Context: an optimization exercise on an open-source flow, tuned for small area, a short achievable clock period and few clock cycles. The choices shown serve that exercise and are no tape-out recipe. In this exercise RTL edits were held to simulation tests only and were not proved equivalent to the original.

==> module ysyx_040066_Div, before the edit <==
module ysyx_040066_Div(
    input clk,rst,
    input [63:0] src1_in,
    input [63:0] src2_in,
    input is_w,
    input [1:0] ALUctr_in,
    input in_valid,
    output reg in_ready,
    output reg out_valid,
    output [63:0] result
);
    wire div_signed = ~ALUctr_in[0];
    wire [63:0] src1 = {is_w ? {32{src1_in[31] & div_signed}} : src1_in[63:32], src1_in[31:0]};
    wire [63:0] src2 = {is_w ? {32{src2_in[31] & div_signed}} : src2_in[63:32], src2_in[31:0]};
    wire sx = src1[63] & div_signed;
    wire sy = src2[63] & div_signed;
    reg [63:0] Ain;     
    reg [63:0] Bin;     
    reg xs_i, ys_i, al_i;
    reg iv;             
    reg sv;             
    reg [5:0] cnt_i;    
    wire [63:0] a_x = src1 ^ {64{sx}};
    wire [63:0] b_x = src2 ^ {64{sy}};
    wire [6:0] za_w, zb_w;
    lzc64 u_lza(.x(a_x), .z(za_w));
    lzc64 u_lzb(.x(b_x), .z(zb_w));
    reg [6:0] za, zb;
    wire [7:0] s_diff = {1'b0, zb} - {1'b0, za} + {7'b0, xs_i};
    wire b_zero = zb[6] & ~ys_i;          
    reg st_iter, st_post, first;
    reg [63:0] R;       
    reg [63:0] Q;       
    reg [63:0] D;       
    reg [63:0] OUT;     
    reg [5:0] count;
    reg xs, ys, aluctr, neg_f;
    wire last = st_iter & (count[5:1] == 5'd0);
    wire single = last & ~count[0];
    wire handoff = iv & sv & (~st_iter | last);
    wire accept = in_ready & in_valid;
    wire [63:0] a_abs = Ain + {63'b0, xs_i};
    wire [63:0] d_sh = ~((Bin << cnt_i) | ({64{ys_i}} >> (7'd64 - {1'b0, cnt_i})));
    wire [63:0] Dh = {1'b1, D[63:1]};
    wire [63:0] t1, t2, t3;
    wire c1, c2, c3o;
    ks64 u_add1(.a(R), .b(D), .cin(~ys), .s(t1), .cout(c1));
    ks64 u_add2(.a(R), .b(Dh), .cin(~ys), .s(t2), .cout(c2));
    wire [63:0] cs_s = R ^ D ^ Dh;
    wire [64:0] cs_c = {(R & D) | (R & Dh) | (D & Dh), ~ys};
    ks64 u_add3(.a(cs_s), .b(cs_c[63:0]), .cin(~ys), .s(t3), .cout(c3o));
    wire c3 = cs_c[64] & c3o;
    wire q1 = c1;
    wire q0 = c1 ? c3 : c2;
    wire q0e = q0 & ~single;
    wire sel3 = q1 & q0e, sel1 = q1 & ~q0e, sel2 = ~q1 & q0e, selr = ~q1 & ~q0e;
    wire [63:0] r_next = ({64{sel3}} & t3) | ({64{sel1}} & t1) | ({64{sel2}} & t2) | ({64{selr}} & R);
    wire lastA = last & aluctr;
    wire [63:0] q_base = first ? 64'b0 : Q;
    wire [63:0] q_next = single ? {q_base[62:0], c1} : {q_base[61:0], q1, q0};
    wire do_neg = aluctr ? xs : (xs ^ ys);
    wire [63:0] res = (Q ^ {64{neg_f}}) + {63'b0, neg_f};
    wire iv_n = accept | (iv & ~handoff);
    wire sv_n = iv & ~handoff;
    wire st_iter_n = (st_iter & ~last) | handoff;
    wire [5:0] count_n = handoff ? cnt_i : count - 6'd2;
    wire last_n = st_iter_n & (count_n[5:1] == 5'd0);
    always @(posedge clk) begin
        if (rst) begin
            iv <= 1'b0; sv <= 1'b0;
            st_iter <= 1'b0; st_post <= 1'b0;
            in_ready <= 1'b1;
            out_valid <= 1'b0;
        end else begin
            iv <= iv_n; sv <= sv_n;
            st_iter <= st_iter_n; st_post <= last;
            in_ready <= ~iv_n | (sv_n & (~st_iter_n | last_n));
            out_valid <= st_post;
        end
    end
    always @(posedge clk) begin
        if (accept) begin
            Ain <= a_x;
            Bin <= b_x;
            za <= za_w;
            zb <= zb_w;
            xs_i <= sx;
            ys_i <= sy;
            al_i <= ALUctr_in[1];
        end
        if (iv & ~sv) cnt_i <= (s_diff[7] & ~b_zero) ? 6'd0 : (b_zero | s_diff[6]) ? 6'd63 : s_diff[5:0];
        if (handoff) begin
            xs <= xs_i;
            ys <= ys_i;
            aluctr <= al_i;
        end
        if (last) neg_f <= do_neg;
    end
    always @(posedge clk) begin
        R <= ({64{handoff}} & a_abs) | ({64{~handoff & sel3}} & t3) | ({64{~handoff & sel1}} & t1) |
             ({64{~handoff & sel2}} & t2) | ({64{~handoff & selr}} & R);
        D <= handoff ? d_sh : {2'b11, D[63:2]};
        count <= count_n;
        first <= handoff;
        Q <= ({64{~lastA}} & q_next) | ({64{lastA & sel3}} & t3) | ({64{lastA & sel1}} & t1) |
             ({64{lastA & sel2}} & t2) | ({64{lastA & selr}} & R);
        OUT <= res;
    end
    assign result = OUT;
endmodule
clock: 7.5 ns
lec_check: 0
abc_area: 1
cap_margin: 20
core_margin: 2
core_utilization: 45
setup_slack_margin: 4
slew_margin: 20
run.sh (not shown) runs the stock make flow with config.mk's settings and CLKGATE_MAP_FILE= SYNTH_SCRIPT=/design/flow/synth_recipe.tcl, a recipe that flattens the netlist after the stock synthesis.
Testbench counts at the start, summed over its fixed seeds: cycles 19,182.
Rerun with:
--- a/flow/design.v
+++ b/flow/design.v
@@ -123,9 +123,9 @@
     wire single = last & ~count[0];
     wire handoff = iv & sv & (~st_iter | last);
     wire accept = in_ready & in_valid;
     wire [63:0] a_abs = Ain + {63'b0, xs_i};
-    wire [63:0] d_sh = ~((Bin << cnt_i) | ({64{ys_i}} >> (7'd64 - {1'b0, cnt_i})));
+    wire [63:0] d_sh = (Bin << cnt_i) ^ {64{~ys_i}};
     wire [63:0] Dh = {1'b1, D[63:1]};
     wire [63:0] t1, t2, t3;
     wire c1, c2, c3o;
     ks64 u_add1(.a(R), .b(D), .cin(~ys), .s(t1), .cout(c1));
@@ -164,9 +164,9 @@
     end
     always @(posedge clk) begin
         if (accept) begin
             Ain <= a_x;
-            Bin <= b_x;
+            Bin <= src2;
             za <= za_w;
             zb <= zb_w;
             xs_i <= sx;
             ys_i <= sy;
Cell count rises by a few percent.
Utilization fell by 0.92 points.
Die area went up slightly.
First-iteration DRC count shrinks by roughly a tenth.
Non-clock buffer count falls by 40.
Count of clock-buffer cells in the layout rose by 5.
Routed wire length barely changes.
Global-route usage came out higher by 0.21 points.
Testbench counts after the change, summed over its fixed seeds: cycles 19,182.


Setup of old:
ysyx_040066_Div, a different RTL version from the one above (not shown whole).
Size: about 2900 cells after synthesis, roughly 210 flip-flops, ~200 I/O pins.
==> module ysyx_040066_Div, before the edit <==
module ysyx_040066_Div(
    input clk,rst,
    input [63:0] src1_in,
    input [63:0] src2_in,
    input is_w,
    input [1:0] ALUctr_in,
    input in_valid,
    output reg in_ready,
    output reg out_valid,
    output [63:0] result
);
    wire div_signed = ~ALUctr_in[0];
    wire [63:0] src1 = {is_w ? {32{src1_in[31] & div_signed}} : src1_in[63:32], src1_in[31:0]};
    wire [63:0] src2 = {is_w ? {32{src2_in[31] & div_signed}} : src2_in[63:32], src2_in[31:0]};
    wire sx = src1[63] & div_signed;
    wire sy = src2[63] & div_signed;
    reg st_clz, st_shift, st_iter, st_post;
    reg [63:0] R;       
    reg [63:0] Q;       
    reg [63:0] D;       
    reg [5:0] count;
    reg xs, ys, aluctr;
    wire accept = in_ready & in_valid;
    wire [6:0] za, zb;
    lzc64 u_lza(.x(R), .z(za));
    lzc64 u_lzb(.x(D), .z(zb));
    wire [7:0] s_diff = {1'b0, zb} - {1'b0, za} + {7'b0, xs};
    wire b_zero = zb[6] & ~ys;            
    wire q_zero = s_diff[7];              
    wire do_neg = aluctr ? xs : (xs ^ ys);
    wire [63:0] inc_in = ((st_post & ~aluctr) ? Q : R) ^ {64{st_post & do_neg}};
    wire inc_c = st_post ? do_neg : xs;
    wire [63:0] inc_out = inc_in + {63'b0, inc_c};
    wire [63:0] d_sh = ~((D << count) | ({64{ys}} >> (7'd64 - {1'b0, count})));
    wire [63:0] sum;
    wire qbit;
    ks64 u_add(.a(R), .b(D), .cin(~ys), .s(sum), .cout(qbit));
    wire last = st_iter & (count == 6'd0);
    wire to_post = (st_clz & q_zero) | last;
    always @(posedge clk) begin
        if (rst) begin
            st_clz <= 1'b0; st_shift <= 1'b0; st_iter <= 1'b0; st_post <= 1'b0;
            in_ready <= 1'b1;
            out_valid <= 1'b0;
        end else begin
            st_clz <= accept;
            st_shift <= st_clz & ~q_zero;
            st_iter <= st_shift | (st_iter & ~last);
            st_post <= to_post;
            in_ready <= to_post | (in_ready & ~in_valid);
            out_valid <= st_post;
        end
    end
    always @(posedge clk) begin
        if (accept) begin
            R <= src1 ^ {64{sx}};
            D <= src2 ^ {64{sy}};
            xs <= sx;
            ys <= sy;
            aluctr <= ALUctr_in[1];
        end else begin
            if (st_clz) R <= inc_out;
            if (st_iter & qbit) R <= sum;
            if (st_shift) D <= d_sh;
            if (st_iter) D <= {1'b1, D[63:1]};
        end
        if (st_clz) count <= (b_zero | s_diff[6]) ? 6'd63 : s_diff[5:0];
        if (st_iter) count <= count - 6'd1;
    end
    always @(posedge clk) begin
        if (st_clz) Q <= 64'b0;
        if (st_iter) Q <= {Q[62:0], qbit};
        if (st_post) Q <= inc_out;
    end
    assign result = Q;
endmodule
Settings: LEC_CHECK=0, CAP_MARGIN=20, CORE_MARGIN=2, CORE_UTILIZATION=45, SETUP_SLACK_MARGIN=4, SLEW_MARGIN=20; clock period 7.5 ns.
Testbench counts of old, summed over its fixed seeds: cycles 43,191.
#### Input delta (new over old)
==> flow/design.v, changed modules only <==
module ysyx_040066_Div(
    input clk,rst,
    input [63:0] src1_in,
    input [63:0] src2_in,
    input is_w,
    input [1:0] ALUctr_in,
    input in_valid,
    output reg in_ready,
    output reg out_valid,
    output [63:0] result
);
    wire div_signed = ~ALUctr_in[0];
    wire [63:0] src1 = {is_w ? {32{src1_in[31] & div_signed}} : src1_in[63:32], src1_in[31:0]};
    wire [63:0] src2 = {is_w ? {32{src2_in[31] & div_signed}} : src2_in[63:32], src2_in[31:0]};
    wire sx = src1[63] & div_signed;
    wire sy = src2[63] & div_signed;
    reg st_clz, st_shift, st_iter, st_post;
    reg [63:0] R;       
    reg [63:0] Q;       
    reg [63:0] D;       
    reg [5:0] count;
    reg xs, ys, aluctr;
    wire accept = in_ready & in_valid;
    wire [6:0] za, zb;
    lzc64 u_lza(.x(R), .z(za));
    lzc64 u_lzb(.x(D), .z(zb));
    wire [7:0] s_diff = {1'b0, zb} - {1'b0, za} + {7'b0, xs};
    wire b_zero = zb[6] & ~ys;            
    wire q_zero = s_diff[7];              
    wire do_neg = aluctr ? xs : (xs ^ ys);
    wire [63:0] inc_in = ((st_post & ~aluctr) ? Q : R) ^ {64{st_post & do_neg}};
    wire inc_c = st_post ? do_neg : xs;
    wire [63:0] inc_out = inc_in + {63'b0, inc_c};
    wire [63:0] d_sh = ~((D << count) | ({64{ys}} >> (7'd64 - {1'b0, count})));
    wire [63:0] Dh = {1'b1, D[63:1]};
    wire [63:0] t1, t2, t3;
    wire c1, c2, c3o;
    ks64 u_add1(.a(R), .b(D), .cin(~ys), .s(t1), .cout(c1));
    ks64 u_add2(.a(R), .b(Dh), .cin(~ys), .s(t2), .cout(c2));
    wire [63:0] cs_s = R ^ D ^ Dh;
    wire [64:0] cs_c = {(R & D) | (R & Dh) | (D & Dh), ~ys};
    ks64 u_add3(.a(cs_s), .b(cs_c[63:0]), .cin(~ys), .s(t3), .cout(c3o));
    wire c3 = cs_c[64] & c3o;
    wire q1 = c1;
    wire q0 = c1 ? c3 : c2;
    wire last = st_iter & (count[5:1] == 5'd0);
    wire single = last & ~count[0];
    wire [63:0] r_next = single ? (c1 ? t1 : R) :
                         q1 ? (q0 ? t3 : t1) : (q0 ? t2 : R);
    wire to_post = (st_clz & q_zero) | last;
    always @(posedge clk) begin
        if (rst) begin
            st_clz <= 1'b0; st_shift <= 1'b0; st_iter <= 1'b0; st_post <= 1'b0;
            in_ready <= 1'b1;
            out_valid <= 1'b0;
        end else begin
            st_clz <= accept;
            st_shift <= st_clz & ~q_zero;
            st_iter <= st_shift | (st_iter & ~last);
            st_post <= to_post;
            in_ready <= to_post | (in_ready & ~in_valid);
            out_valid <= st_post;
        end
    end
    always @(posedge clk) begin
        if (accept) begin
            R <= src1 ^ {64{sx}};
            D <= src2 ^ {64{sy}};
            xs <= sx;
            ys <= sy;
            aluctr <= ALUctr_in[1];
        end else begin
            if (st_clz) R <= inc_out;
            if (st_iter) R <= r_next;
            if (st_shift) D <= d_sh;
            if (st_iter) D <= {2'b11, D[63:2]};
        end
        if (st_clz) count <= (b_zero | s_diff[6]) ? 6'd63 : s_diff[5:0];
        if (st_iter) count <= count - 6'd2;
    end
    always @(posedge clk) begin
        if (st_clz) Q <= 64'b0;
        if (st_iter) Q <= single ? {Q[62:0], c1} : {Q[61:0], q1, q0};
        if (st_post) Q <= inc_out;
    end
    assign result = Q;
endmodule
--- outcome ---
The wire length number comes out higher for new vs old.
Diff old -> new: final critical-path setup slack saw a decrease.
new vs. old: share of the final layout cell area in sequential cells went down by 5.9 points.
The fmax of new falls short of that of old by 5.4%.
Timing endpoint of the critical path: count[1]$_DFFE_PP_ -> new, count[3]$_DFFE_PP_ -> old
[compare] base=old new=new: final non-filler cell area rose by about 50%; post-cts gate resize count rose by 54%.
The higher arrival time at the worst endpoint came out of new.
Going from old to new, layout overhead on the synthesized area now sits higher; multi-input gate share of total cell area saw an increase; hold slack -0.15 ns; core utilization closely matched the old numbers.
Worst slack at placement is lower on new
Testbench counts of new, summed over its fixed seeds: cycles 25,698.

-- re-timing with driven ports --
How much do the figures lean on ideal ports? The routed layouts below were timed once more, with nothing changed but the port constraints.
Step 1, drivers: a clkbuf_16 drives clk and a buf_2 each remaining input, both assumed.
Step 2 adds t to the input delays and takes it off the output delays; t is the mean of the earliest and latest rising clock arrival at the registers after step 1. Input paths then give back, and output paths get back, about the clock's delay inside the block.
Three values: no drivers, after step 1, after step 2; two values: the first two.
| run | t (ns) | setup WS [ns] | worst setup path at the end | worst register clock-pin slew, ns | worst slew at a driven data input, ns |
|---|---|---|---|---|---|
| the first run of note 1 | 0.719 | 4.032 / 4.032 / 3.431 | input to register | 0.07 / 0.07 | 0.05 |
| the second run of note 1 | 0.746 | 3.963 / 3.963 / 3.413 | input to register | 0.07 / 0.07 | 0.05 |
| old | 0.647 | 3.131 / 3.131 / 3.131 | register to register | 0.07 / 0.07 | 0.09 |
| new | 0.637 | 2.881 / 2.881 / 2.881 | register to register | 0.07 / 0.07 | 0.19 |
After both steps setup and hold are still met in every run listed. The setup slack of the first run of note 1, which loses most, moves by 0.000 ns with the drivers and by -0.601 ns with both steps.
